From an optimization exercise on the open Yosys and OpenROAD flow, aimed at a short achievable clock period and few clock cycles; shortcuts taken in it are not production practice.
RTL that was checked went through simulation tests only; none was proved equivalent to the original.
Only the layout flow was run in runs 1 and 2; the RTL was not checked for function there.
Power and IR drop assume default switching activity.

==> flow/config.mk <==
export PLATFORM = sky130hd
export DESIGN_NAME = core
export DESIGN_NICKNAME = core
export VERILOG_FILES = /design/flow/design.v
export SDC_FILE = /design/flow/constraint.sdc
export NUM_CORES = 4
export LEC_CHECK = 0
export ABC_CLOCK_PERIOD_IN_PS = 3500
export CAP_MARGIN = 35
export CORE_MARGIN = 2
export CORE_UTILIZATION = 40
export PLACE_DENSITY = 0.6
export SETUP_SLACK_MARGIN = 5
export SLEW_MARGIN = 35
==> flow/constraint.sdc <==
create_clock -name core_clock -period 10.0 [get_ports {clk}]
set_input_delay 2.0000 -clock core_clock [delete_from_list [all_inputs] [get_ports {clk}]]
set_output_delay 2.0000 -clock core_clock [all_outputs]
set_load 0.01 [all_outputs]
==> flow/design.v <==
module core(
	input logic clk,
	input logic rst,
	output logic [31:0] imem_addr,
	input logic [31:0] imem_rdata,
	output logic [31:0] dmem_addr,
	output logic [31:0] dmem_wdata,
	output logic [3:0] dmem_wstrb,
	output logic dmem_ren,
	input logic [31:0] dmem_rdata
	);
	logic [31:0] fpc;
	logic        btb_v;
	logic [31:0] btb_pc, btb_tgt;
	logic        i_valid, i_bp;
	logic [31:0] i_pc;
	logic        d_valid, d_bp;
	logic [31:0] d_inst, d_pc;
	logic [12:0] d_bl, d_jl;           
	logic        e_valid;
	logic [31:0] e_a, e_b, e_sd;
	logic        fa, fb, fs;         
	logic [3:0]  fsel;               
	logic [4:0]  e_rd;
	logic        e_we, e_load, e_store, e_jalr;
	logic [6:0]  e_rc;               
	logic [2:0]  e_f3;
	logic        e_sub;
	logic [6:0]  e_rsel;             
	logic        e_slt_s;
	logic [1:0]  e_shk;              
	logic [31:0] e_pc4, e_alt;
	logic [31:0] m_res;
	logic [4:0]  m_rd;
	logic        m_we, m_load;
	logic [2:0]  m_f3;
	logic [31:0] m_wdata;
	logic [3:0]  m_wstrb;
	logic [31:0] w_res;
	logic [4:0]  w_rd;
	logic        w_we, w_load;
	logic [3:0]  w_b0, w_b1, w_sg;   
	logic        w_b1s, w_hs, w_wd;  
	logic [31:0] rf [1:31];
	assign imem_addr  = fpc;
	assign dmem_addr  = m_res;
	assign dmem_wdata = m_wdata;
	assign dmem_wstrb = m_wstrb;
	assign dmem_ren   = m_load;
	logic [7:0] by0, by1, by2, by3;
	assign {by3, by2, by1, by0} = dmem_rdata;
	logic sgn;
	assign sgn = (w_sg[0] & by0[7]) | (w_sg[1] & by1[7]) | (w_sg[2] & by2[7]) | (w_sg[3] & by3[7]);
	logic [31:0] ld;
	assign ld[7:0]   = ({8{w_b0[0]}} & by0) | ({8{w_b0[1]}} & by1) | ({8{w_b0[2]}} & by2) | ({8{w_b0[3]}} & by3);
	assign ld[15:8]  = ({8{w_b1[0]}} & by0) | ({8{w_b1[1]}} & by1) | ({8{w_b1[2]}} & by2) | ({8{w_b1[3]}} & by3)
	                 | {8{w_b1s & sgn}};
	assign ld[31:16] = ({16{w_wd}} & dmem_rdata[31:16]) | {16{w_hs & sgn}};
	logic [31:0] wb_val;
	assign wb_val = w_load ? ld : w_res;
	always_ff @(posedge clk) begin
		if (w_we) rf[w_rd] <= wb_val;
	end
	logic [31:0] a, b, sd;
	assign a  = fa ? m_res : e_a;
	assign b  = fb ? m_res : e_b;
	assign sd = fs ? m_res : e_sd;
	logic [31:0] s_nn, s_mn, s_nm, s_mm;
	logic [3:0]  eq4, ltu4, lts4;
	logic [31:0] s_nm_a, s_nm_s, s_mm_a;
	logic [31:0] s_nn_a, s_nn_s, s_mn_a, s_mn_s;
	assign s_nn_a = e_a + e_b;
	assign s_nn_s = e_a - e_b;
	assign s_mn_a = m_res + e_b;
	assign s_mn_s = m_res - e_b;
	assign s_nn   = e_sub ? s_nn_s : s_nn_a;
	assign s_mn   = e_sub ? s_mn_s : s_mn_a;
	assign s_nm_a = e_a + m_res;
	assign s_nm_s = e_a - m_res;
	assign s_nm   = e_sub ? s_nm_s : s_nm_a;
	assign s_mm_a = {m_res[30:0], 1'b0};
	assign s_mm   = e_sub ? 32'b0 : s_mm_a;
	cmp u_nn(.a(e_a),   .b(e_b),   .eq(eq4[0]), .ltu(ltu4[0]), .lts(lts4[0]));
	cmp u_mn(.a(m_res), .b(e_b),   .eq(eq4[1]), .ltu(ltu4[1]), .lts(lts4[1]));
	cmp u_nm(.a(e_a),   .b(m_res), .eq(eq4[2]), .ltu(ltu4[2]), .lts(lts4[2]));
	assign eq4[3] = 1'b1;
	assign ltu4[3] = 1'b0;
	assign lts4[3] = 1'b0;
	logic [31:0] sum;
	logic eq, ltu, lts;
	assign sum = ({32{fsel[0]}} & s_nn) | ({32{fsel[1]}} & s_mn) | ({32{fsel[2]}} & s_nm) | ({32{fsel[3]}} & s_mm);
	assign eq  = |(fsel & eq4);
	assign ltu = |(fsel & ltu4);
	assign lts = |(fsel & lts4);
	logic [31:0] shl, shr;
	logic [32:0] shr33;
	assign shl = a << b[4:0];
	assign shr33 = $signed({e_shk[0] & a[31], a}) >>> b[4:0];
	assign shr = shr33[31:0];
	logic [31:0] res;
	assign res = ({32{e_rsel[0]}} & sum)
	           | {31'b0, e_rsel[1] & (e_slt_s ? lts : ltu)}
	           | ({32{e_rsel[2]}} & (a ^ b))
	           | ({32{e_rsel[3]}} & (a | b))
	           | ({32{e_rsel[4]}} & (a & b))
	           | ({32{e_rsel[5]}} & (e_shk[1] ? shr : shl))
	           | ({32{e_rsel[6]}} & e_pc4);
	logic e_redir;
	logic [31:0] e_tgt;
	assign e_redir = e_valid & ((e_rc[0] & eq) | (e_rc[1] & ~eq) | (e_rc[2] & lts) | (e_rc[3] & ~lts)
	                          | (e_rc[4] & ltu) | (e_rc[5] & ~ltu) | e_rc[6]);
	assign e_tgt = e_jalr ? sum : e_alt;
	logic [3:0] st_strb;
	logic [31:0] st_data;
	always_comb begin
		case (e_f3[1:0])
			2'b00: st_strb = 4'b0001 << sum[1:0];
			2'b01: st_strb = (sum[1:0] == 2'd3) ? 4'b0000 : (4'b0011 << sum[1:0]);
			2'b10: st_strb = 4'b1111;
			default: st_strb = 4'b0000;
		endcase
		if (e_f3[2]) st_strb = 4'b0000;
		if (e_f3[1]) st_data = sd;
		else case (sum[1:0])
			2'd0: st_data = sd;
			2'd1: st_data = {sd[23:0], 8'b0};
			2'd2: st_data = {sd[15:0], 16'b0};
			default: st_data = {sd[7:0], 24'b0};
		endcase
	end
	logic [1:0] ma;
	assign ma = m_res[1:0];
	logic m_w, m_h, m_hs, m_b, m_bs, m_h3;
	assign m_w  = m_f3[1:0] == 2'b10;
	assign m_h  = m_f3[1:0] == 2'b01;
	assign m_b  = m_f3[1:0] == 2'b00;
	assign m_h3 = m_h & (ma == 2'd3);              
	assign m_hs = m_h & ~m_f3[2] & ~m_h3;
	assign m_bs = m_b & ~m_f3[2];
	logic [3:0] ma1h;
	assign ma1h = 4'b0001 << ma;
	logic [6:0] opc;
	logic [2:0] f3;
	logic [4:0] rs1, rs2, rd;
	assign opc = d_inst[6:0];
	assign f3  = d_inst[14:12];
	assign rs1 = d_inst[19:15];
	assign rs2 = d_inst[24:20];
	assign rd  = d_inst[11:7];
	logic is_op, is_opimm, is_lui, is_auipc, is_jal, is_jalr, is_br, is_ld, is_st;
	assign is_op    = opc == 7'b0110011;
	assign is_opimm = opc == 7'b0010011;
	assign is_lui   = opc == 7'b0110111;
	assign is_auipc = opc == 7'b0010111;
	assign is_jal   = opc == 7'b1101111;
	assign is_jalr  = opc == 7'b1100111;
	assign is_br    = opc == 7'b1100011;
	assign is_ld    = opc == 7'b0000011;
	assign is_st    = opc == 7'b0100011;
	logic use1, use2, b_is_rs2, wr;
	assign use1 = is_op | is_opimm | is_jalr | is_br | is_ld | is_st;
	assign b_is_rs2 = is_op | is_br;
	assign use2 = is_op | is_br | is_st;
	assign wr = (is_op | is_opimm | is_lui | is_auipc | is_jal | is_jalr | is_ld) & (rd != 5'd0);
	logic [31:0] imm_i, imm_s, imm_u, imm;
	assign imm_i = {{20{d_inst[31]}}, d_inst[31:20]};
	assign imm_s = {{20{d_inst[31]}}, d_inst[31:25], d_inst[11:7]};
	assign imm_u = {d_inst[31:12], 12'b0};
	assign imm = is_st ? imm_s : (is_lui | is_auipc) ? imm_u : imm_i;
	logic e1, m1, w1, e2, m2, w2;
	assign e1 = e_valid & e_we & (e_rd == rs1);
	assign m1 = m_we & (m_rd == rs1);
	assign w1 = w_we & (w_rd == rs1);
	assign e2 = e_valid & e_we & (e_rd == rs2);
	assign m2 = m_we & (m_rd == rs2);
	assign w2 = w_we & (w_rd == rs2);
	logic [31:0] rf1, rf2;
	assign rf1 = (rs1 == 5'd0) ? 32'b0 : rf[rs1];
	assign rf2 = (rs2 == 5'd0) ? 32'b0 : rf[rs2];
	logic s1m, s1a, s1l, s1r, s2m, s2a, s2l, s2r;
	assign s1m = m1;
	assign s1a = ~m1 & w1 & ~w_load;
	assign s1l = ~m1 & w1 & w_load;
	assign s1r = ~m1 & ~w1;
	assign s2m = m2;
	assign s2a = ~m2 & w2 & ~w_load;
	assign s2l = ~m2 & w2 & w_load;
	assign s2r = ~m2 & ~w2;
	logic [31:0] r1, r2;
	assign r1 = ({32{s1m}} & m_res) | ({32{s1a}} & w_res) | ({32{s1l}} & ld) | ({32{s1r}} & rf1);
	assign r2 = ({32{s2m}} & m_res) | ({32{s2a}} & w_res) | ({32{s2l}} & ld) | ({32{s2r}} & rf2);
	logic hazard;
	assign hazard = (use1 & ((e1 & e_load) | (~e1 & m1 & m_load)))
	              | (use2 & ((e2 & e_load) | (~e2 & m2 & m_load)));
	logic alu_sub, alu_slt, alu_xor, alu_or, alu_and, alu_sh, alu_add;
	logic is_alu;
	assign is_alu = is_op | is_opimm;
	assign alu_sub  = is_op & f3 == 3'b000 & d_inst[30];
	assign alu_slt  = is_alu & (f3 == 3'b010 | f3 == 3'b011);
	assign alu_xor  = is_alu & f3 == 3'b100;
	assign alu_or   = is_alu & f3 == 3'b110;
	assign alu_and  = is_alu & f3 == 3'b111;
	assign alu_sh   = is_alu & (f3 == 3'b001 | f3 == 3'b101);
	assign alu_add  = (is_alu & f3 == 3'b000) | is_ld | is_st | is_lui | is_auipc;
	logic [31:0] d_pc4;
	assign d_pc4 = d_pc + 32'd4;
	logic [19:0] bh, jh;
	assign bh = d_pc[31:12] + {20{d_inst[31]}} + {19'b0, d_bl[12]};
	assign jh = d_pc[31:12] + {{12{d_inst[31]}}, d_inst[19:12]} + {19'b0, d_jl[12]};
	logic [31:0] d_tgt;
	assign d_tgt = is_jal ? {jh, d_jl[11:0]} : {bh, d_bl[11:0]};
	logic d_pred, d_taken_pred;
	assign d_pred = is_br & d_inst[31];
	assign d_taken_pred = d_pred | d_bp;
	logic [2:0] bc;                     
	assign bc = f3 ^ {2'b00, d_taken_pred};
	logic [6:0] rc;
	assign rc = {is_jalr | (d_bp & ~is_br),
	             is_br & bc == 3'b111, is_br & bc == 3'b110, is_br & bc == 3'b101,
	             is_br & bc == 3'b100, is_br & bc == 3'b001, is_br & bc == 3'b000};
	logic d_stall, d_redir;
	assign d_stall = d_valid & hazard;
	assign d_redir  = d_valid & (is_jal | (d_pred & ~d_bp));
	logic [31:0] inst;
	assign inst = imem_rdata;
	logic [12:0] bl;
	assign bl = {1'b0, i_pc[11:0]} + {1'b0, inst[7], inst[30:25], inst[11:8], 1'b0};
	logic [12:0] jl;
	assign jl = {1'b0, i_pc[11:0]} + {1'b0, inst[20], inst[30:21], 1'b0};
	logic f_hit;
	assign f_hit = btb_v & (fpc == btb_pc);
	always_ff @(posedge clk or negedge rst) begin
		if (!rst) begin
			fpc <= 32'h0000_8000;
			btb_v <= 1'b0;
			i_valid <= 1'b0;
			d_valid <= 1'b0;
			e_valid <= 1'b0;
			m_we <= 1'b0;
			m_load <= 1'b0;
			m_wstrb <= 4'b0;
			w_we <= 1'b0;
			w_load <= 1'b0;
		end else begin
			if (e_redir) fpc <= e_tgt;
			else if (d_stall) fpc <= i_valid ? i_pc : fpc;
			else if (d_redir) fpc <= d_tgt;
			else if (f_hit) fpc <= btb_tgt;
			else fpc <= fpc + 32'd4;
			if (d_valid & d_pred & ~d_bp) btb_v <= 1'b1;
			i_valid <= ~(e_redir | d_stall | d_redir);
			d_valid <= ~e_redir & (d_stall | (i_valid & ~d_redir));
			e_valid <= d_valid & ~e_redir & ~hazard;
			m_we <= e_valid & e_we;
			m_load <= e_valid & e_load;
			m_wstrb <= (e_valid & e_store) ? st_strb : 4'b0;
			w_we <= m_we;
			w_load <= m_load;
		end
	end
	always_ff @(posedge clk) begin
		i_pc <= fpc;
		i_bp <= f_hit;
		if (~d_stall) begin
			d_inst <= inst;
			d_pc <= i_pc;
			d_bp <= i_bp;
			d_bl <= bl;
			d_jl <= jl;
		end
		if (d_valid & d_pred & ~d_bp) begin
			btb_pc <= d_pc;
			btb_tgt <= d_tgt;
		end
		e_a <= is_auipc ? d_pc : is_lui ? 32'b0 : r1;
		e_b <= b_is_rs2 ? r2 : imm;
		e_sd <= r2;
		fa <= use1 & e1;
		fb <= b_is_rs2 & e2;
		fs <= e2;
		fsel <= {use1 & e1 & b_is_rs2 & e2, ~(use1 & e1) & b_is_rs2 & e2, use1 & e1 & ~(b_is_rs2 & e2), ~(use1 & e1) & ~(b_is_rs2 & e2)};
		e_rd <= rd;
		e_we <= wr;
		e_load <= is_ld;
		e_store <= is_st;
		e_jalr <= is_jalr;
		e_rc <= rc;
		e_f3 <= f3;
		e_sub <= alu_sub;
		e_rsel <= {is_jal | is_jalr, alu_sh, alu_and, alu_or, alu_xor, alu_slt, alu_add};
		e_slt_s <= ~f3[0];
		e_shk <= {f3[2], d_inst[30]};
		e_pc4 <= d_pc4;
		e_alt <= d_taken_pred ? d_pc4 : d_tgt;
		m_res <= res;
		m_rd <= e_rd;
		m_f3 <= e_f3;
		m_wdata <= st_data;
		w_res <= m_res;
		w_rd <= m_rd;
		w_b0 <= m_w ? 4'b0001 : ma1h;
		w_b1 <= m_w ? 4'b0010 : m_h & ~m_h3 ? {ma1h[2:0], 1'b0} : 4'b0000;
		w_sg <= m_bs ? ma1h : m_hs ? {ma1h[2:0], 1'b0} : 4'b0000;
		w_b1s <= m_b;
		w_hs <= ~m_w;
		w_wd <= m_w;
	end
endmodule
module cmp(
	input logic [31:0] a,
	input logic [31:0] b,
	output logic eq,
	output logic ltu,
	output logic lts
	);
	assign eq  = a == b;
	assign ltu = a < b;
	assign lts = $signed(a) < $signed(b);
endmodule
==> flow/flow/run.sh <==
#!/bin/bash
# The standard layout (standard.sh), with repair_timing aiming at a larger
# setup slack margin than config.mk may set. Everything else is unchanged.
set -euo pipefail
sed -e 's/ SETUP_SLACK_MARGIN=[0-9.]*/ SETUP_SLACK_MARGIN=8/' standard.sh > standard_margin.sh
grep -q 'SETUP_SLACK_MARGIN=8' standard_margin.sh
bash standard_margin.sh > standard.log 2>&1
==> flow/standard.sh <==
#!/bin/bash
# synth_recipe.tcl (not shown) runs the flow's synth.tcl, then flattens the netlist and writes it again
# the make line also repeats each setting of config.mk as NAME=value (left out here)
make -C /OpenROAD-flow-scripts/flow DESIGN_CONFIG=/design/flow/config.mk WORK_HOME=/design/flow/orfs CLKGATE_MAP_FILE= SYNTH_SCRIPT=/design/flow/synth_recipe.tcl "${@:-finish}"
==> run notes, run 1 <==
status=complete, no violations; sequential fraction of the synthesis area=0.4956; Routed Antenna Nets=0; root buffer cell=clkbuf_16; Peak Freq=0.2584 GHz; clock latency on the worst-skew pair=0.92 ns; Data arrival, critical path=roughly 4.7 ns; core box area=approximately 210000 um^2; Worst slew margin=0.2315; most frequent cells in the layout=edfxtp_1 (1145), buf_4 (576), mux4_2 (538); M1 wire length=~140000 um; Most used DFF post-synth=edfxtp_1; CP Capture Type=register; GRT Overall Usage=0.3655; min-delay worst type=register to register; Period minus WS final=a little under 4 ns; max-cap violation count=0; Crit Path Max Fanout=4; Largest Register=rf; Starting Density=0.4021; cell breakdown of the critical path=buf_12, ha_4, inv_2, fa_2, a21o_1, a21o_1, a21o_1, a22o_4, o41ai_4, buf_4, o21ai_4, a311oi_2, xor2_1, o221a_2, a21oi_2, a211o_1; setup TNS=0 ns; Synth warnings=1; die width=468.3 um; Crit path top cell by count=a21o_1; number of distinct library cells after synthesis=107; Avg WL per Cell=37.67 um; via count=~76000; syn_area_per_cell=around 12 um^2; Setup crit end=m_res[30]$_DFF_P_; Net count, final=8640; TritonCTS clock tree=yes; Via density=6.764; Die Y-Extent=between 400 and 500 um; Max Root-Sink Buffers=3; TritonRoute pass-1 iters=10; Worst path slowest cell=dfxtp_4; largest net degree at the start of global routing=65; syn_nets=7456; Setup Viol. Count Final=0; Period Utilization, post-route=0.3871; maximum VDD drop=0.2144 mV; Cell Pwr Density=between 150 and 200 nW/um^2; DPL Wire Length=224200 um; synthesized flop and latch total=about 1600; Syn Inst Count=7074; max FFs per register=992; depth of the most critical reg-to-reg path=16; WP depth=16; drt initial violations=11970; clock sink count=1551; Worst Tran Pin Value=around 1.1 ns; TritonCTS buffer count=~170; DR top layer=met5; CP peak stage delay=~0.38 ns; endpoints failing hold=0; Post-Synthesis Cell Area=roughly 86000 um^2; Die ar.=219300 um^2; Worst R2R Start=m_res[0]$_DFF_P_; Final Core Density=0.5695; CP Data Required Time=10.80 ns; synthesis-to-layout area growth=41.60%; critical path launch point=m_res[0]$_DFF_P_; H-tree Lvls=4; WS Path Type=register to register; CP Launch Type=register; Placement Setup Slack=5.220 ns; number of synthesized flops with an enable pin=1145; Port-buffer cells=166; Final Wtd Congestion=1.006; row cnt=170; Worst Skew=0.08662 ns; Post-synth ARST share=0.02837; CP bufs+invs=3; number of remaining DRC errors=0; global-route wire length before repair=561200 um; Worst-path clk slew=about 0.070 ns; vias in the first global route=71400; RSZ-0062 raised after global routing=true; layout cells sized above 1=0.4388; worst hold slack=0.3901 ns; commonest non-fill, non-tap cell in the layout=edfxtp_1; slack of the critical path=roughly 6.1 ns; total gr overflow=0; Worst R2R End=m_res[30]$_DFF_P_; WL final=423900 um; met3 WL=54650 um; initial antenna violation count=20; met2 routed WL=183300 um; fin. max-slew vios=0; CP delay by family, top=compound AO/OA/AOI/OAI gates; worst reg2reg setup slack=6.13 ns; leakage power=44.70 nW; IO Count=between 150 and 200
[Yosys cell counts, types with 111 or more instances]
library cell / n / area share
edfxtp_1: 1145 / 0.40
mux4_2: 538 / 0.14
nor2_1: 521 / 0.023
nand2_1: 457 / 0.020
a21oi_1: 451 / 0.026
clkbuf_1: 368 / 0.016
dfxtp_1: 362 / 0.084
o21ai_0: 331 / 0.019
ha_1: 304 / 0.044
inv_1: 295 / 0.013
mux2i_1: 212 / 0.025
a211oi_1: 169 / 0.015
xnor2_1: 162 / 0.016
a21o_1: 111 / 0.0097
[area by class of cell]
cell class | instances | area (um^2)
inverters | 299 | 1216
diodes | 13 | 32.53
clock inverters | 92 | 959.7
repair buffers | 1490 | 19790
well taps | 2838 | 3551
multi-input cells | 4748 | 48850
clock buffers | 222 | 4636
fillers | 16380 | 92310
flip-flops and latches | 1551 | 43060
[metal layers]
metal  GRT usage  up-vias
li1            -    30010
met1      0.4368    37850
met2      0.5491     6390
met3      0.1026     1860
met4      0.3010        8
met5    0.003513        -
[cells by family after synthesis]
kind of cell | after synthesis | share of synthesized area
compound gates | 1800 | 0.1400
flops | 1551 | 0.4956
simple gates | 1503 | 0.07919
mux | 835 | 0.1762
buf+inv | 823 | 0.03703
fa+ha+maj | 316 | 0.04690
xor+xnor | 246 | 0.02499
[how the worst min path moves through the flow]
| stage | startpoint | to | depth (start not counted) |
|---|---|---|---|
| after floorplan | d_inst[12]$_DFFE_PN_ | e_f3[0]$_DFF_P_ | 0 |
| after global placement | e_rd[3]$_DFF_P_ | m_rd[3]$_DFF_P_ | 0 |
| after detailed placement | e_rd[3]$_DFF_P_ | m_rd[3]$_DFF_P_ | 0 |
| after CTS | m_rd[4]$_DFF_P_ | w_rd[4]$_DFF_P_ | 0 |
| after global routing | m_rd[4]$_DFF_P_ | w_rd[4]$_DFF_P_ | 0 |
| final | m_rd[4]$_DFF_P_ | w_rd[4]$_DFF_P_ | 0 |
[power by group]
group	internal (mW)	total, mW	switching, mW
sequential	7.48	8.22	0.737
clock	3.50	6.40	2.90
combinational	3.24	7.05	3.81
total	14.2	21.7	7.45
[metrics by stage]
| stage | std cells | cell area, um^2 | power, mW |
|---|---|---|---|
| after global routing | 11240 | 122100 | 22.17 |
| final | 11250 | 122100 | 21.67 |
| after floorplan | 7074 | 88870 | 10.79 |
| after CTS | 10900 | 116200 | 20.60 |
| after global placement | 9667 | 92450 | 12.57 |
| after detailed placement | 9678 | 92690 | 12.62 |
[what timing repair did]
item / 4_1_cts / 5_1_grt
endpoints found under the hold margin: 0 / 0
cloned: 184 / 32
gates resized for setup: 2325 / 594
hold buffers: 0 / 0
pin swaps: 415 / 394
setup endpoints to repair: 2493 / 1927
buffers inserted: 726 / 303
[worst register-to-register path: stages (launching register included)]
cell and delay, ns:
dfxtp_4 0.38, buf_12 0.12, ha_4 0.14, inv_2 0.04
fa_2 0.35, a21o_1 0.18, a21o_1 0.21, a21o_1 0.24
a22o_4 0.28, o41ai_4 0.32, buf_4 0.21, o21ai_4 0.07
a311oi_2 0.24, xor2_1 0.34, o221a_2 0.30, a21oi_2 0.09
a211o_1 0.28
==> run 2: changes to the inputs <==
--- a/flow/design.v
+++ b/flow/design.v
@@ -14,11 +14,12 @@
 	logic [31:0] btb_pc, btb_tgt;
 	logic        i_valid, i_bp;
 	logic [31:0] i_pc;
+	logic [19:0] i_pcm;               
 	logic        d_valid, d_bp;
 	logic [31:0] d_inst, d_pc;
 	logic [12:0] d_bl, d_jl;           
 	logic        e_valid;
-	logic [31:0] e_a, e_b, e_sd;
+	logic [31:0] e_a, e_b, e_bx, e_sd;       
 	logic        fa, fb, fs;         
 	logic [3:0]  fsel;               
 	logic [4:0]  e_rd;
@@ -31,6 +32,7 @@
 	logic [1:0]  e_shk;              
 	logic [31:0] e_pc4, e_alt;
 	logic [31:0] m_res;
+	logic [31:0] m_addr;             
 	logic [4:0]  m_rd;
 	logic        m_we, m_load;
 	logic [2:0]  m_f3;
@@ -43,7 +45,7 @@
 	logic        w_b1s, w_hs, w_wd;  
 	logic [31:0] rf [1:31];
 	assign imem_addr  = fpc;
-	assign dmem_addr  = m_res;
+	assign dmem_addr  = m_addr;
 	assign dmem_wdata = m_wdata;
 	assign dmem_wstrb = m_wstrb;
 	assign dmem_ren   = m_load;
@@ -68,13 +70,8 @@
 	logic [31:0] s_nn, s_mn, s_nm, s_mm;
 	logic [3:0]  eq4, ltu4, lts4;
 	logic [31:0] s_nm_a, s_nm_s, s_mm_a;
-	logic [31:0] s_nn_a, s_nn_s, s_mn_a, s_mn_s;
-	assign s_nn_a = e_a + e_b;
-	assign s_nn_s = e_a - e_b;
-	assign s_mn_a = m_res + e_b;
-	assign s_mn_s = m_res - e_b;
-	assign s_nn   = e_sub ? s_nn_s : s_nn_a;
-	assign s_mn   = e_sub ? s_mn_s : s_mn_a;
+	assign s_nn   = e_a + e_bx + {31'b0, e_sub};
+	assign s_mn   = m_res + e_bx + {31'b0, e_sub};
 	assign s_nm_a = e_a + m_res;
 	assign s_nm_s = e_a - m_res;
 	assign s_nm   = e_sub ? s_nm_s : s_nm_a;
@@ -220,13 +217,18 @@
 	             is_br & bc == 3'b100, is_br & bc == 3'b001, is_br & bc == 3'b000};
 	logic d_stall, d_redir;
 	assign d_stall = d_valid & hazard;
-	assign d_redir  = d_valid & (is_jal | (d_pred & ~d_bp));
+	assign d_redir  = d_valid & is_jal;
 	logic [31:0] inst;
 	assign inst = imem_rdata;
 	logic [12:0] bl;
 	assign bl = {1'b0, i_pc[11:0]} + {1'b0, inst[7], inst[30:25], inst[11:8], 1'b0};
 	logic [12:0] jl;
 	assign jl = {1'b0, i_pc[11:0]} + {1'b0, inst[20], inst[30:21], 1'b0};
+	logic i_pred, i_redir;
+	assign i_pred  = inst[6:0] == 7'b1100011 && inst[31];
+	assign i_redir = i_valid & i_pred & ~i_bp;
+	logic [31:0] i_bt;
+	assign i_bt = {bl[12] ? i_pc[31:12] : i_pcm, bl[11:0]};
 	logic f_hit;
 	assign f_hit = btb_v & (fpc == btb_pc);
 	always_ff @(posedge clk or negedge rst) begin
@@ -245,10 +247,11 @@
 			if (e_redir) fpc <= e_tgt;
 			else if (d_stall) fpc <= i_valid ? i_pc : fpc;
 			else if (d_redir) fpc <= d_tgt;
+			else if (i_redir) fpc <= i_bt;
 			else if (f_hit) fpc <= btb_tgt;
 			else fpc <= fpc + 32'd4;
-			if (d_valid & d_pred & ~d_bp) btb_v <= 1'b1;
-			i_valid <= ~(e_redir | d_stall | d_redir);
+			if (i_redir) btb_v <= 1'b1;
+			i_valid <= ~(e_redir | d_stall | d_redir | i_redir);
 			d_valid <= ~e_redir & (d_stall | (i_valid & ~d_redir));
 			e_valid <= d_valid & ~e_redir & ~hazard;
 			m_we <= e_valid & e_we;
@@ -261,6 +264,7 @@
 	always_ff @(posedge clk) begin
 		i_pc <= fpc;
 		i_bp <= f_hit;
+		i_pcm <= fpc[31:12] - 20'd1;
 		if (~d_stall) begin
 			d_inst <= inst;
 			d_pc <= i_pc;
@@ -268,12 +272,13 @@
 			d_bl <= bl;
 			d_jl <= jl;
 		end
-		if (d_valid & d_pred & ~d_bp) begin
-			btb_pc <= d_pc;
-			btb_tgt <= d_tgt;
+		if (i_redir) begin
+			btb_pc <= i_pc;
+			btb_tgt <= i_bt;
 		end
 		e_a <= is_auipc ? d_pc : is_lui ? 32'b0 : r1;
 		e_b <= b_is_rs2 ? r2 : imm;
+		e_bx <= (b_is_rs2 ? r2 : imm) ^ {32{alu_sub}};
 		e_sd <= r2;
 		fa <= use1 & e1;
 		fb <= b_is_rs2 & e2;
@@ -293,6 +298,7 @@
 		e_pc4 <= d_pc4;
 		e_alt <= d_taken_pred ? d_pc4 : d_tgt;
 		m_res <= res;
+		if (e_load | e_store) m_addr <= sum;
 		m_rd <= e_rd;
 		m_f3 <= e_f3;
 		m_wdata <= st_data;
==> run 2 against run 1 <==
Combinational power up 1%. Register-to-register slack better by 0.03 ns. Largest power group unchanged. Clock power is 7.3% higher. Clock skew grew 0.016 ns. Non-clock buffer count down 163. Critical path depth is 2 lower.
==> run notes, run 2 <==
Cell Pwr Density=186.8 nW/um^2; Data arrival, critical path=approximately 4.6 ns; GRT Overall Usage=0.3544; mux contribution to synthesized area=0.1858; Avg WL per Cell=37.50 um; clock sink count=~1600; Worst Tran Pin Value=about 1.2 ns; hold wc startpoint=m_rd[3]$_DFF_P_; Most used DFF post-synth=edfxtp_1; Worst R2R Start=e_a[31]$_DFF_P_; status=complete, no violations; hold path cells=0; RSZ-0062 raised after global routing=true; max-cap violation count=0; syn_nets=~7300; die width=between 400 and 500 um; Synth warnings=1; CP Capture Type=register; H-tree Lvls=4; FF+latch area=44970 um^2; Starting Density=0.4012; simple-gate portion of the synthesized area=0.07738; CP Data Required Time=10.72 ns; WS Path Type=register to register; Via density=6.687; WL final=414500 um; leakage power=44.59 nW; Multi-input gate area=47800 um^2; TritonCTS buffer count=174; largest cells by area after synthesis=edfxtp_1 (40%), mux4_2 (14%), dfxtp_1 (9.4%); sequential fraction of the synthesis area=0.5087; IO Count=167; clock latency on the worst-skew pair=0.90 ns; initial antenna violation count=19; Post-synth ARST share=0.02693; worst reg2reg setup slack=approximately 6.2 ns; most frequent cell after synthesis=edfxtp_1; Period Utilization, post-route=0.3839; total gr overflow=0; largest net degree at the start of global routing=80; Syn Inst Count=6966; top cell type by total area after synthesis=edfxtp_1; max FFs per register=~990; Hold EP=w_rd[3]$_DFF_P_; largest family of logic cells by synthesized area=multiplexers; Max Root-Sink Buffers=3; number of remaining DRC errors=0; number of synthesized flops with an enable pin=1176; synthesized flop and latch total=1634; Worst slew margin=0.2187; min-delay worst type=register to register; Worst R2R End=fpc[22]$_DFFE_PN0P_; TritonCTS clock tree=yes; Final Wtd Congestion=1.001; via count=73910; fillers=17170; depth of the most critical reg-to-reg path=14; Crit Path Max Fanout=7; Post-Synth XOR/XNOR Area=0.02701; Period minus WS final=approximately 3.8 ns; number of distinct library cells after synthesis=99; Final Core Density=0.5535; Largest Register=rf; vias in the first global route=roughly 70000; endpoints failing hold=0; Worst-path clk slew=0.07 ns; Worst Skew=0.1028 ns; Die ar.=roughly 220000 um^2; Synth Area in Compound Gates=0.1219; CTS Hold Bufs=0; commonest non-fill, non-tap cell in the layout=edfxtp_1; DPL Wire Length=226700 um; TritonRoute pass-1 iters=9; root buffer cell=clkbuf_16; Routed Antenna Nets=0; Net count, final=around 8400; worst hold slack=~0.4 ns; syn_area_per_cell=approximately 13 um^2; Setup Viol. Count Final=0; core box area=about 220000 um^2; Synth top cells by count=edfxtp_1 (1176), mux4_2 (543), nor2_1 (487); most frequent cells in the layout=edfxtp_1 (1176), mux4_2 (543), buf_4 (461); Die Y-Extent=472.7 um; Peak Freq=0.2605 GHz; CP Launch Type=register; Synth Area in Adders=0.04601; Port-buffer cells=166; fin. max-slew vios=0; setup TNS=0 ns; layout cells sized above 1=0.4165; drt initial violations=between 10000 and 15000; maximum VDD drop=about 0.21 mV; synthesis-to-layout area growth=37.98%; post-synth top area share=0.4018; row cnt=172; Post-Synthesis Cell Area=slightly below 90000 um^2; global-route wire length before repair=556900 um
==> run 2: changes by cell type after synthesis, sizes merged, moves of 22 or more <==
cell,change
clkbuf,-22
mux2i,+82
dfxtp,+52
nand2,+26
nor3,-30
o21bai,-23
xor2,+35
a21oi,-83
o21ai,-24
inv,-60
nor2,-35
o22ai,-26
o211ai,-36
edfxtp,+31
==> run 2: kinds of logic after synthesis <==
kind of cell | after synthesis
AOI/OAI and AO/OA | 1592
xor gates and xnor gates | 271
adders and majority gates | 316
buffers and inverters | 739
DFF | 1634
muxes | 936
and+or+nand+nor | 1478
==> run 2: how the worst max path moves through the flow <==
stage / startpoint / end / slack, ns
after floorplan: imem_rdata[28] / fpc[25]$_DFFE_PN0P_ / 5.69
after global placement: imem_rdata[6] / fpc[20]$_DFFE_PN0P_ / 4.20
after detailed placement: imem_rdata[6] / fpc[26]$_DFFE_PN0P_ / 4.20
after CTS: imem_rdata[9] / fpc[26]$_DFFE_PN0P_ / 6.27
after global routing: imem_rdata[9] / fpc[24]$_DFFE_PN0P_ / 6.18
final: e_a[31]$_DFF_P_ / fpc[22]$_DFFE_PN0P_ / 6.16
==> run 2: area by class of cell <==
cell class | count | share of cell area
diodes | 6 | 0.0001238
flip-flops and latches | 1634 | 0.3708
clock inverters | 95 | 0.01049
clock buffers | 230 | 0.03884
multi-input cells | 4640 | 0.3942
repair inverters | 6 | 0.0008977
well taps | 2871 | 0.02962
repair buffers | 1327 | 0.1463
inverters | 243 | 0.008688
==> run 2: layer usage <==
layer,vias to the layer above,GRT usage,share of wire
met5,-,0,0.00012
met4,8,0.2656,0.095
met3,1537,0.1016,0.13
met2,5818,0.5314,0.43
met1,37140,0.4342,0.34
li1,29400,-,-
==> run 2: power by group <==
part           leakage, nW  switching, mW  internal [mW]
clock network         2.89           2.99           3.87
registers             15.1          0.719           7.92
logic                 26.6           3.89           3.26
total                 44.6           7.60           15.1
==> run 2: through the flow <==
| stage | cell area (um^2) | std cells | setup WS, ns | power [mW] |
|---|---|---|---|---|
| after global placement | 94280 | 9666 | 4.200 | 13.48 |
| after detailed placement | 94500 | 9677 | 4.200 | 13.51 |
| after floorplan | 90160 | 6966 | 5.686 | 11.52 |
| final | 121300 | 11050 | 6.161 | 22.66 |
| after global routing | 121300 | 11050 | 6.184 | 23.19 |
| after CTS | 116400 | 10800 | 6.268 | 21.82 |
==> run 2: worst max-delay path, cell delays in order, from the launching register on <==
cell	delay (ns)
dfxtp_2	0.54
ha_1	0.34
nand4_1	0.17
nor4_4	0.06
buf_4	0.16
buf_4	0.14
a21boi_2	0.18
nor4_2	0.36
mux2_4	0.35
o221ai_4	0.33
mux2i_2	0.31
a31oi_4	0.12
buf_12	0.16
clkbuf_16	0.17
mux2_4	0.30
==> run 2: repair_timing <==
item                       in CTS  in global routing
cloned                        178                 26
setup endpoints to repair    2627               1851
pin swaps                     386                321
setup buffers                 623                217
gates resized for setup      2244                561
==> run 3: changes to the inputs <==
--- a/flow/design.v
+++ b/flow/design.v
@@ -32,7 +32,6 @@
 	logic [1:0]  e_shk;              
 	logic [31:0] e_pc4, e_alt;
 	logic [31:0] m_res;
-	logic [31:0] m_addr;             
 	logic [4:0]  m_rd;
 	logic        m_we, m_load;
 	logic [2:0]  m_f3;
@@ -45,7 +44,7 @@
 	logic        w_b1s, w_hs, w_wd;  
 	logic [31:0] rf [1:31];
 	assign imem_addr  = fpc;
-	assign dmem_addr  = m_addr;
+	assign dmem_addr  = m_res;
 	assign dmem_wdata = m_wdata;
 	assign dmem_wstrb = m_wstrb;
 	assign dmem_ren   = m_load;
@@ -298,7 +297,6 @@
 		e_pc4 <= d_pc4;
 		e_alt <= d_taken_pred ? d_pc4 : d_tgt;
 		m_res <= res;
-		if (e_load | e_store) m_addr <= sum;
 		m_rd <= e_rd;
 		m_f3 <= e_f3;
 		m_wdata <= st_data;
==> run 3 against run 2 <==
Still clean. Critical path depth is 3 higher. Total power barely moved. Final cell count increased by 0.94%. Synthesized cell count is 0.60% lower. Sequential share of layout area shrank 0.96 points. Critical path type unchanged. Critical endpoint is now fpc[18]$_DFFE_PN0P_.
==> run notes, run 3 <==
WL final=412700 um; CP Launch Type=register; Die Y-Extent=468.4 um; Worst Tran Pin Value=0.9991 ns; Period Utilization, post-route=0.3833; max-cap violation count=0; clock sink count=1602; IO Count=roughly 170; H-tree Lvls=4; overall power=about 23 mW; Data arrival, critical path=4.56 ns; Most used DFF post-synth=edfxtp_1; DPL Wire Length=223600 um; min-delay worst type=register to register; die width=468.4 um; Port-buffer cells=166; Die ar.=219400 um^2; critical path launch point=m_res[1]$_DFF_P_; Post-synth ARST share=0.02747; clock latency on the worst-skew pair=0.90 ns; fillers=16540; syn_area_per_cell=approximately 12 um^2; syn_nets=roughly 7300; Max Root-Sink Buffers=3; root buffer cell=clkbuf_16; number of remaining DRC errors=0; leakage power=45.07 nW; Crit Path Max Fanout=8; sequential fraction of the synthesis area=0.5072; synthesis-to-layout area growth=41.43%; post-synth top area share=0.3983; Syn Inst Count=6924; Post-DP Area=93110 um^2; layout cells sized above 1=0.4378; vias in the first global route=70280; TritonRoute pass-1 iters=9; row cnt=170; Starting Density=0.4023; Worst R2R End=fpc[18]$_DFFE_PN0P_; largest cells by area after synthesis=edfxtp_1 (40%), mux4_2 (14%), dfxtp_1 (9.6%); Setup crit end=fpc[18]$_DFFE_PN0P_; Period minus WS final=3.833 ns; global-route wire length before repair=around 550000 um; drt initial violations=11110; Peak Freq=0.2609 GHz; status=complete, no violations; most frequent cell after synthesis=edfxtp_1; via count=74150; CP Data Required Time=between 10 and 15 ns; Worst-path clk slew=approximately 0.060 ns; FF+latch area=44060 um^2; largest net degree at the start of global routing=83; Net count, final=8543; RSZ-0062 raised after global routing=true; setup TNS=0 ns; number of distinct library cells after synthesis=97; total gr overflow=0; Synth top cells by count=edfxtp_1 (1144), mux4_2 (538), nand2_1 (500); most frequent cells in the layout=edfxtp_1 (1144), buf_4 (598), mux4_2 (538); synthesized flop and latch total=~1600; core box area=214400 um^2; hold wc startpoint=e_rd[1]$_DFF_P_; Multi-input gate area=47320 um^2; Routed Antenna Nets=0; Largest Register=rf; Worst slew margin=0.3339; number of synthesized flops with an enable pin=around 1100; commonest non-fill, non-tap cell in the layout=edfxtp_1; GRT Overall Usage=0.3589; max FFs per register=992; Via density=6.646; placed cells=9585; initial antenna violation count=18; Worst Skew=0.09852 ns; maximum VDD drop=roughly 0.22 mV; depth of the most critical reg-to-reg path=17; Synth warnings=1; endpoints failing hold=0; Worst R2R Start=m_res[1]$_DFF_P_; top cell type by total area after synthesis=edfxtp_1; Setup Viol. Count Final=0; fin area=122000 um^2; Final Wtd Congestion=1.025; worst reg2reg setup slack=just over 6 ns; fin. max-slew vios=0; Avg WL per Cell=37.00 um; TritonCTS clock tree=yes; TritonCTS buffer count=175; CTS Hold Bufs=0; Cell Pwr Density=approximately 190 nW/um^2; Post-Synthesis Cell Area=approximately 86000 um^2; CP Capture Type=register; non-filler instance count after layout=11160; WS Path Type=register to register
-- run 3: metal layers --
metal	track usage	vias up	wire, um
met5	0.004545	-	217
met4	0.2838	14	42050
met3	0.1024	1628	51790
met2	0.5384	5946	178600
met1	0.4340	37090	140100
li1	-	29470	-
-- run 3: worst min path at each step --
stage                            endpoint  slack [ns]  depth (start not counted)
after detailed placement  m_rd[2]$_DFF_P_        0.38                          0
after global routing      w_rd[2]$_DFF_P_        0.39                          0
after floorplan           e_f3[0]$_DFF_P_        0.35                          0
after CTS                 w_rd[2]$_DFF_P_        0.36                          0
after global placement    m_rd[2]$_DFF_P_        0.38                          0
final                     m_rd[1]$_DFF_P_        0.39                          0
-- run 3: final cells by class --
| class | instances | area share |
|---|---|---|
| Antenna cell | 8 | 0.0001641 |
| Clock buffer | 214 | 0.03809 |
| Clock inverter | 112 | 0.01175 |
| Inverter | 241 | 0.008616 |
| Multi-Input combinational cell | 4622 | 0.3879 |
| Sequential cell | 1602 | 0.3612 |
| Tap cell | 2838 | 0.02911 |
| Timing Repair Buffer | 1504 | 0.1609 |
| Timing Repair inverter | 15 | 0.002164 |
-- run 3: critical path: stages, from the launching register on --
cell and delay, ns:
dfxtp_4 0.43, buf_12 0.13, clkinv_8 0.05, fa_2 0.42, nand3_4 0.09, a21oi_4 0.07
o41a_1 0.43, o211ai_1 0.21, buf_4 0.17, a31oi_4 0.13, o21ai_4 0.31, nor3_4 0.08
buf_12 0.15, mux2i_4 0.18, a31oi_4 0.18, buf_12 0.16, buf_12 0.16, mux2_2 0.35
-- run 3: power breakdown --
group / internal (mW) / switching [mW] / total [mW] / leakage (nW)
clock: 3.88 / 2.99 / 6.87 / 2.93
combinational: 3.34 / 3.87 / 7.22 / 27.4
sequential: 7.77 / 0.790 / 8.56 / 14.7
-- run 3: repair_timing --
action	4_1_cts	5_1_grt
endpoints found under the hold margin	0	0
endpoints found under the setup margin	2509	1782
pin swaps	453	348
buffers inserted	779	249
gates resized for setup	2378	518
cloned	174	33
-- run 3: logic make-up after synthesis --
group | count (synthesis) | share of synthesized area
AO/OA/AOI/OAI | 1633 | 0.1247
flip-flops | 1602 | 0.5072
AND/OR/NAND/NOR | 1471 | 0.07748
multiplexers | 875 | 0.1808
buffers and inverters | 738 | 0.03365
adder cells (fa/ha/maj) | 316 | 0.04688
XOR/XNOR | 289 | 0.02935
-- run 3: through the flow --
step | util | hold slack (ns) | setup WS [ns]
floorplan | - | 0.3465 | 5.873
global placement | 0.4333 | 0.3798 | 3.535
detailed placement | 0.4343 | 0.3844 | 3.900
CTS | 0.5453 | 0.3646 | 6.148
global route | 0.5689 | 0.3895 | 6.120
finish | 0.5689 | 0.3893 | 6.167
Testbench counts of run 3, summed over its fixed seeds: cycles 35,448.
==> run 4: changes to the inputs <==
--- a/flow/design.v
+++ b/flow/design.v
@@ -14,17 +14,21 @@
 	logic [31:0] btb_pc, btb_tgt;
 	logic        i_valid, i_bp;
 	logic [31:0] i_pc;
-	logic [19:0] i_pcm;               
 	logic        d_valid, d_bp;
 	logic [31:0] d_inst, d_pc;
 	logic [12:0] d_bl, d_jl;           
+	logic        e_vpre, e_kill;     
 	logic        e_valid;
-	logic [31:0] e_a, e_b, e_bx, e_sd;       
+	assign e_valid = e_vpre & ~e_kill;
+	logic [31:0] e_a, e_b, e_sd;
 	logic        fa, fb, fs;         
 	logic [3:0]  fsel;               
+	logic [6:0]  e_ks, e_kr;         
+	logic [5:0]  e_rk [0:2];         
+	logic        e_ralw;             
+	logic [2:0]  e_js;               
 	logic [4:0]  e_rd;
 	logic        e_we, e_load, e_store, e_jalr;
-	logic [6:0]  e_rc;               
 	logic [2:0]  e_f3;
 	logic        e_sub;
 	logic [6:0]  e_rsel;             
@@ -32,6 +36,7 @@
 	logic [1:0]  e_shk;              
 	logic [31:0] e_pc4, e_alt;
 	logic [31:0] m_res;
+	logic [31:0] m_addr;             
 	logic [4:0]  m_rd;
 	logic        m_we, m_load;
 	logic [2:0]  m_f3;
@@ -44,7 +49,7 @@
 	logic        w_b1s, w_hs, w_wd;  
 	logic [31:0] rf [1:31];
 	assign imem_addr  = fpc;
-	assign dmem_addr  = m_res;
+	assign dmem_addr  = m_addr;
 	assign dmem_wdata = m_wdata;
 	assign dmem_wstrb = m_wstrb;
 	assign dmem_ren   = m_load;
@@ -66,16 +71,16 @@
 	assign a  = fa ? m_res : e_a;
 	assign b  = fb ? m_res : e_b;
 	assign sd = fs ? m_res : e_sd;
-	logic [31:0] s_nn, s_mn, s_nm, s_mm;
 	logic [3:0]  eq4, ltu4, lts4;
 	logic [31:0] s_nm_a, s_nm_s, s_mm_a;
-	assign s_nn   = e_a + e_bx + {31'b0, e_sub};
-	assign s_mn   = m_res + e_bx + {31'b0, e_sub};
+	logic [31:0] s_nn_a, s_nn_s, s_mn_a, s_mn_s;
+	assign s_nn_a = e_a + e_b;
+	assign s_nn_s = e_a - e_b;
+	assign s_mn_a = m_res + e_b;
+	assign s_mn_s = m_res - e_b;
 	assign s_nm_a = e_a + m_res;
 	assign s_nm_s = e_a - m_res;
-	assign s_nm   = e_sub ? s_nm_s : s_nm_a;
 	assign s_mm_a = {m_res[30:0], 1'b0};
-	assign s_mm   = e_sub ? 32'b0 : s_mm_a;
 	cmp u_nn(.a(e_a),   .b(e_b),   .eq(eq4[0]), .ltu(ltu4[0]), .lts(lts4[0]));
 	cmp u_mn(.a(m_res), .b(e_b),   .eq(eq4[1]), .ltu(ltu4[1]), .lts(lts4[1]));
 	cmp u_nm(.a(e_a),   .b(m_res), .eq(eq4[2]), .ltu(ltu4[2]), .lts(lts4[2]));
@@ -84,7 +89,11 @@
 	assign lts4[3] = 1'b0;
 	logic [31:0] sum;
 	logic eq, ltu, lts;
-	assign sum = ({32{fsel[0]}} & s_nn) | ({32{fsel[1]}} & s_mn) | ({32{fsel[2]}} & s_nm) | ({32{fsel[3]}} & s_mm);
+	assign sum = ({32{e_ks[0]}} & s_nn_a) | ({32{e_ks[1]}} & s_nn_s) | ({32{e_ks[2]}} & s_mn_a) | ({32{e_ks[3]}} & s_mn_s)
+	           | ({32{e_ks[4]}} & s_nm_a) | ({32{e_ks[5]}} & s_nm_s) | ({32{e_ks[6]}} & s_mm_a);
+	logic [31:0] sum_r;                 
+	assign sum_r = ({32{e_kr[0]}} & s_nn_a) | ({32{e_kr[1]}} & s_nn_s) | ({32{e_kr[2]}} & s_mn_a) | ({32{e_kr[3]}} & s_mn_s)
+	             | ({32{e_kr[4]}} & s_nm_a) | ({32{e_kr[5]}} & s_nm_s) | ({32{e_kr[6]}} & s_mm_a);
 	assign eq  = |(fsel & eq4);
 	assign ltu = |(fsel & ltu4);
 	assign lts = |(fsel & lts4);
@@ -94,7 +103,7 @@
 	assign shr33 = $signed({e_shk[0] & a[31], a}) >>> b[4:0];
 	assign shr = shr33[31:0];
 	logic [31:0] res;
-	assign res = ({32{e_rsel[0]}} & sum)
+	assign res = sum_r
 	           | {31'b0, e_rsel[1] & (e_slt_s ? lts : ltu)}
 	           | ({32{e_rsel[2]}} & (a ^ b))
 	           | ({32{e_rsel[3]}} & (a | b))
@@ -103,9 +112,16 @@
 	           | ({32{e_rsel[6]}} & e_pc4);
 	logic e_redir;
 	logic [31:0] e_tgt;
-	assign e_redir = e_valid & ((e_rc[0] & eq) | (e_rc[1] & ~eq) | (e_rc[2] & lts) | (e_rc[3] & ~lts)
-	                          | (e_rc[4] & ltu) | (e_rc[5] & ~ltu) | e_rc[6]);
-	assign e_tgt = e_jalr ? sum : e_alt;
+	logic [2:0] rk;
+	genvar gk;
+	generate
+		for (gk = 0; gk < 3; gk++) begin : g_rk
+			assign rk[gk] = (e_rk[gk][0] & eq4[gk]) | (e_rk[gk][1] & ~eq4[gk]) | (e_rk[gk][2] & lts4[gk])
+			              | (e_rk[gk][3] & ~lts4[gk]) | (e_rk[gk][4] & ltu4[gk]) | (e_rk[gk][5] & ~ltu4[gk]);
+		end
+	endgenerate
+	assign e_redir = ~e_kill & ((|rk) | e_ralw);
+	assign e_tgt = ({32{e_js[0]}} & s_nn_a) | ({32{e_js[1]}} & s_mn_a) | ({32{e_js[2]}} & e_alt);
 	logic [3:0] st_strb;
 	logic [31:0] st_data;
 	always_comb begin
@@ -214,20 +230,22 @@
 	assign rc = {is_jalr | (d_bp & ~is_br),
 	             is_br & bc == 3'b111, is_br & bc == 3'b110, is_br & bc == 3'b101,
 	             is_br & bc == 3'b100, is_br & bc == 3'b001, is_br & bc == 3'b000};
+	logic [3:0] fsel_n;
+	assign fsel_n = {use1 & e1 & b_is_rs2 & e2, ~(use1 & e1) & b_is_rs2 & e2, use1 & e1 & ~(b_is_rs2 & e2), ~(use1 & e1) & ~(b_is_rs2 & e2)};
+	logic [6:0] ks_n;
+	assign ks_n = {fsel_n[3] & ~alu_sub, fsel_n[2] & alu_sub, fsel_n[2] & ~alu_sub, fsel_n[1] & alu_sub,
+	               fsel_n[1] & ~alu_sub, fsel_n[0] & alu_sub, fsel_n[0] & ~alu_sub};
+	logic ev_n;                         
+	assign ev_n = d_valid & ~hazard;
 	logic d_stall, d_redir;
 	assign d_stall = d_valid & hazard;
-	assign d_redir  = d_valid & is_jal;
+	assign d_redir  = d_valid & (is_jal | (d_pred & ~d_bp));
 	logic [31:0] inst;
 	assign inst = imem_rdata;
 	logic [12:0] bl;
 	assign bl = {1'b0, i_pc[11:0]} + {1'b0, inst[7], inst[30:25], inst[11:8], 1'b0};
 	logic [12:0] jl;
 	assign jl = {1'b0, i_pc[11:0]} + {1'b0, inst[20], inst[30:21], 1'b0};
-	logic i_pred, i_redir;
-	assign i_pred  = inst[6:0] == 7'b1100011 && inst[31];
-	assign i_redir = i_valid & i_pred & ~i_bp;
-	logic [31:0] i_bt;
-	assign i_bt = {bl[12] ? i_pc[31:12] : i_pcm, bl[11:0]};
 	logic f_hit;
 	assign f_hit = btb_v & (fpc == btb_pc);
 	always_ff @(posedge clk or negedge rst) begin
@@ -236,7 +254,8 @@
 			btb_v <= 1'b0;
 			i_valid <= 1'b0;
 			d_valid <= 1'b0;
-			e_valid <= 1'b0;
+			e_vpre <= 1'b0;
+			e_kill <= 1'b0;
 			m_we <= 1'b0;
 			m_load <= 1'b0;
 			m_wstrb <= 4'b0;
@@ -246,13 +265,13 @@
 			if (e_redir) fpc <= e_tgt;
 			else if (d_stall) fpc <= i_valid ? i_pc : fpc;
 			else if (d_redir) fpc <= d_tgt;
-			else if (i_redir) fpc <= i_bt;
 			else if (f_hit) fpc <= btb_tgt;
 			else fpc <= fpc + 32'd4;
-			if (i_redir) btb_v <= 1'b1;
-			i_valid <= ~(e_redir | d_stall | d_redir | i_redir);
+			if (d_valid & d_pred & ~d_bp) btb_v <= 1'b1;
+			i_valid <= ~(e_redir | d_stall | d_redir);
 			d_valid <= ~e_redir & (d_stall | (i_valid & ~d_redir));
-			e_valid <= d_valid & ~e_redir & ~hazard;
+			e_vpre <= ev_n;
+			e_kill <= e_redir;
 			m_we <= e_valid & e_we;
 			m_load <= e_valid & e_load;
 			m_wstrb <= (e_valid & e_store) ? st_strb : 4'b0;
@@ -263,7 +282,6 @@
 	always_ff @(posedge clk) begin
 		i_pc <= fpc;
 		i_bp <= f_hit;
-		i_pcm <= fpc[31:12] - 20'd1;
 		if (~d_stall) begin
 			d_inst <= inst;
 			d_pc <= i_pc;
@@ -271,24 +289,29 @@
 			d_bl <= bl;
 			d_jl <= jl;
 		end
-		if (i_redir) begin
-			btb_pc <= i_pc;
-			btb_tgt <= i_bt;
+		if (d_valid & d_pred & ~d_bp) begin
+			btb_pc <= d_pc;
+			btb_tgt <= d_tgt;
 		end
 		e_a <= is_auipc ? d_pc : is_lui ? 32'b0 : r1;
 		e_b <= b_is_rs2 ? r2 : imm;
-		e_bx <= (b_is_rs2 ? r2 : imm) ^ {32{alu_sub}};
 		e_sd <= r2;
 		fa <= use1 & e1;
 		fb <= b_is_rs2 & e2;
 		fs <= e2;
-		fsel <= {use1 & e1 & b_is_rs2 & e2, ~(use1 & e1) & b_is_rs2 & e2, use1 & e1 & ~(b_is_rs2 & e2), ~(use1 & e1) & ~(b_is_rs2 & e2)};
+		fsel <= fsel_n;
+		e_ks <= ks_n;
+		e_kr <= ks_n & {7{alu_add}};
+		e_rk[0] <= rc[5:0] & {6{fsel_n[0] & ev_n}};
+		e_rk[1] <= rc[5:0] & {6{fsel_n[1] & ev_n}};
+		e_rk[2] <= rc[5:0] & {6{fsel_n[2] & ev_n}};
+		e_ralw <= ev_n & (rc[6] | (fsel_n[3] & (rc[0] | rc[3] | rc[5])));
+		e_js <= {~is_jalr, is_jalr & use1 & e1, is_jalr & ~(use1 & e1)};
 		e_rd <= rd;
 		e_we <= wr;
 		e_load <= is_ld;
 		e_store <= is_st;
 		e_jalr <= is_jalr;
-		e_rc <= rc;
 		e_f3 <= f3;
 		e_sub <= alu_sub;
 		e_rsel <= {is_jal | is_jalr, alu_sh, alu_and, alu_or, alu_xor, alu_slt, alu_add};
@@ -297,6 +320,7 @@
 		e_pc4 <= d_pc4;
 		e_alt <= d_taken_pred ? d_pc4 : d_tgt;
 		m_res <= res;
+		if (e_load | e_store) m_addr <= sum;
 		m_rd <= e_rd;
 		m_f3 <= e_f3;
 		m_wdata <= st_data;
==> run 4 against run 3 <==
Final cell count is 6.4% higher. Clock skew rose by 0.014 ns. Via count up 11%. Register-to-register slack got worse by 0.24 ns. Cell area increased by 6.0%. Global-route usage up 5.7 points. Utilization is 0.56 points higher. Fmax fell by 6.0%. Non-clock buffer count increased by 137. Critical endpoint is now fpc[4]$_DFFE_PN0P_.
==> run notes, run 4 <==
TritonRoute pass-1 iters=10; GRT Overall Usage=0.4159; CTS Hold Bufs=0; TritonCTS clock tree=yes; number of remaining DRC errors=0; Post-Synthesis Cell Area=a little over 90000 um^2; placed cells=10200; TritonCTS buffer count=177; CP Capture Type=register; total gr overflow=0; syn_nets=7773; Routed Antenna Nets=0; Placement Setup Slack=4.366 ns; post-synth top area share=0.3900; clock sink count=1609; max-cap violation count=0; CP Data Required Time=10.74 ns; Worst Skew=0.1124 ns; Worst-path clk slew=0.06 ns; maximum VDD drop=around 0.18 mV; root buffer cell=clkbuf_16; Worst Tran Pin Value=1.064 ns; most frequent cells in the layout=edfxtp_1 (1177), buf_4 (715), mux4_2 (539); Synth warnings=2; max FFs per register=992; WL final=500500 um; synthesized flop and latch total=1609; Peak Freq=approximately 0.25 GHz; row cnt=roughly 170; Cell Pwr Density=roughly 190 nW/um^2; number of distinct library cells after synthesis=101; Period minus WS final=slightly above 4 ns; top cell type by total area after synthesis=edfxtp_1; syn_area_per_cell=12.26 um^2; WS Path Type=register to register; H-tree Lvls=4; Die ar.=approximately 230000 um^2; synthesis-to-layout area growth=42.70%; Data arrival, critical path=4.82 ns; most frequent cell after synthesis=edfxtp_1; CP peak stage delay=0.49 ns; non-filler instance count after layout=11870; Post-DP Area=97970 um^2; Syn Inst Count=between 7000 and 8000; Most used DFF post-synth=edfxtp_1; leakage power=46.78 nW; Crit Path Max Fanout=5; Net count, final=roughly 9000; IO Count=167; slack of the critical path=5.924 ns; met3 WL=69040 um; M1 wire length=171700 um; Post-synth ARST share=0.02797; Worst slew margin=0.2910; setup TNS=0 ns; Worst path slowest cell=mux2_4; layout cells sized above 1=0.4559; Period Utilization, post-route=0.4076; status=complete, no violations; CP Launch Type=register; initial antenna violation count=44; vias in the first global route=76760; commonest non-fill, non-tap cell in the layout=edfxtp_1; die width=between 400 and 500 um; fin. max-slew vios=0; Final Core Density=0.5745; Largest Register=rf; number of synthesized flops with an enable pin=1177; global-route wire length before repair=658300 um; met2 routed WL=210100 um; Max Root-Sink Buffers=3; fin area=about 130000 um^2; Via density=6.938; Starting Density=0.4026; Avg WL per Cell=around 42 um; clock latency on the worst-skew pair=0.92 ns; endpoints failing hold=0; Port-buffer cells=166; Synth top cells by count=edfxtp_1 (1177), mux4_2 (539), nor2_1 (506); core box area=225100 um^2; drt initial violations=13700; largest cells by area after synthesis=edfxtp_1 (39%), mux4_2 (13%), dfxtp_1 (8.5%); via count=just over 80000; overall power=25.06 mW; Setup Viol. Count Final=0; worst hold slack=0.3849 ns; RSZ-0062 raised after global routing=true; min-delay worst type=register to register; largest net degree at the start of global routing=59; DPL Wire Length=290100 um; sequential fraction of the synthesis area=0.4879; Final Wtd Congestion=1.069; Die Y-Extent=approximately 480 um; DR top layer=met5; cell breakdown of the critical path=clkinvlp_4, ha_4, nand4_1, nor3_4, buf_6, nand4_1, mux2_4, nor4_4, nand3_2, a211oi_4, a41oi_4, buf_6, buf_16, buf_4, a21oi_2, a21oi_2
[run 4: cell types whose count changed after synthesis, sizes merged, moves of 25 or more]
cell / delta
o21ai: -98
mux2i: +82
xnor2: +80
nand2: -74
a222oi: +66
a22oi: +66
inv: +63
xor2: -54
clkbuf: +40
a221oi: +37
edfxtp: +33
a21oi: +29
dfxtp: -27
nand4: +25
[run 4: what timing repair did]
action,CTS,global route
endpoints found under the setup margin,2587,2118
pin swaps,476,444
cloned,162,30
gates resized for setup,2567,693
buffers inserted,793,313
[run 4: per-layer routing]
layer	up-vias	GRT usage
met4	30	0.3066
met1	41460	0.5125
met2	7136	0.6057
li1	31770	-
met5	-	0
met3	1919	0.1413
[run 4: layout make-up]
| class | instances | area (um^2) |
|---|---|---|
| Antenna cell | 29 | 72.57 |
| Clock buffer | 215 | 4693 |
| Clock inverter | 116 | 1554 |
| Fill cell | 17510 | 95780 |
| Inverter | 301 | 1311 |
| Multi-Input combinational cell | 4956 | 52930 |
| Sequential cell | 1609 | 44570 |
| Tap cell | 2992 | 3744 |
| Timing Repair Buffer | 1641 | 20390 |
| Timing Repair inverter | 6 | 75.07 |
[run 4: power by group]
group	switching (mW)	internal [mW]	leakage [nW]
combinational	5.28	4.08	29.2
clock	3.08	4.02	2.99
sequential	0.776	7.84	14.6
[run 4: cells by family after synthesis]
kind of cell / share of synthesized area
AOI/OAI and AO/OA: 0.1389
DFF: 0.4879
and+or+nand+nor: 0.07858
muxes: 0.1823
buffers and inverters: 0.03725
adders and majority gates: 0.04462
xor gates and xnor gates: 0.03044
[run 4: worst max-delay path: cells and delay by family, from the launching register on]
family	cells	cell delay, ns
simple gates	5	1.16
buf+inv	5	0.81
compound gates	4	0.66
mux	1	0.49
flops	1	0.43
fa+ha+maj	1	0.33
[run 4: path summary, 6_finish.rpt]
| check | startpoint | endpoint | slack [ns] | cells past startpoint |
|---|---|---|---|---|
| worst max-delay path | e_b[23]$_DFF_P_ | fpc[4]$_DFFE_PN0P_ | 5.92 | 16 |
| worst min-delay path | m_rd[4]$_DFF_P_ | w_rd[4]$_DFF_P_ | 0.38 | 0 |
| worst max register to register | e_b[23]$_DFF_P_ | fpc[4]$_DFFE_PN0P_ | 5.92 | 16 |
| worst min register to register | m_rd[4]$_DFF_P_ | w_rd[4]$_DFF_P_ | 0.38 | 0 |
| max in group asynchronous | rst | m_wstrb[2]$_DFF_PN0_ | 8.17 | 3 |
| min in group asynchronous | rst | fpc[28]$_DFFE_PN0P_ | 1.13 | 2 |
Testbench counts of run 4, summed over its fixed seeds: cycles 35,802.

[separate check: timing with driven ports]
The flow's constraints put no driver on any port. The routed layouts listed below were extracted and timed again, unchanged, in two steps. Step 1: set_driving_cell puts a clkbuf_16 on clk and a buf_2 on each other input, an assumption about the parent block. Step 2 moves the port delays by t, midway between the first and last clock arrival at a register: inputs arrive t later, outputs are due t later. That takes back most of the time a late clock gives input paths. Three values: ideal ports, drivers, drivers and shift; two values: the first two.
run	t, ns	slack for setup (ns)	latest minus earliest clock arrival (ns)	slew at the worst register clock pin (ns)	worst slew at a driven data input, ns
run 1	0.964	6.129 / 6.129 / 5.817	0.089 / 0.088	0.07 / 0.07	0.08
run 2	0.934	6.161 / 6.161 / 5.338	0.109 / 0.110	0.07 / 0.07	0.09
run 3	0.943	6.167 / 6.167 / 5.481	0.100 / 0.100	0.08 / 0.08	0.11
run 4	0.947	5.924 / 5.924 / 5.357	0.115 / 0.115	0.07 / 0.07	0.07
After both steps every run listed still meets setup and hold. For run 2, which loses most, drivers alone change the setup slack by 0.000 ns; drivers and shift together by -0.823 ns.
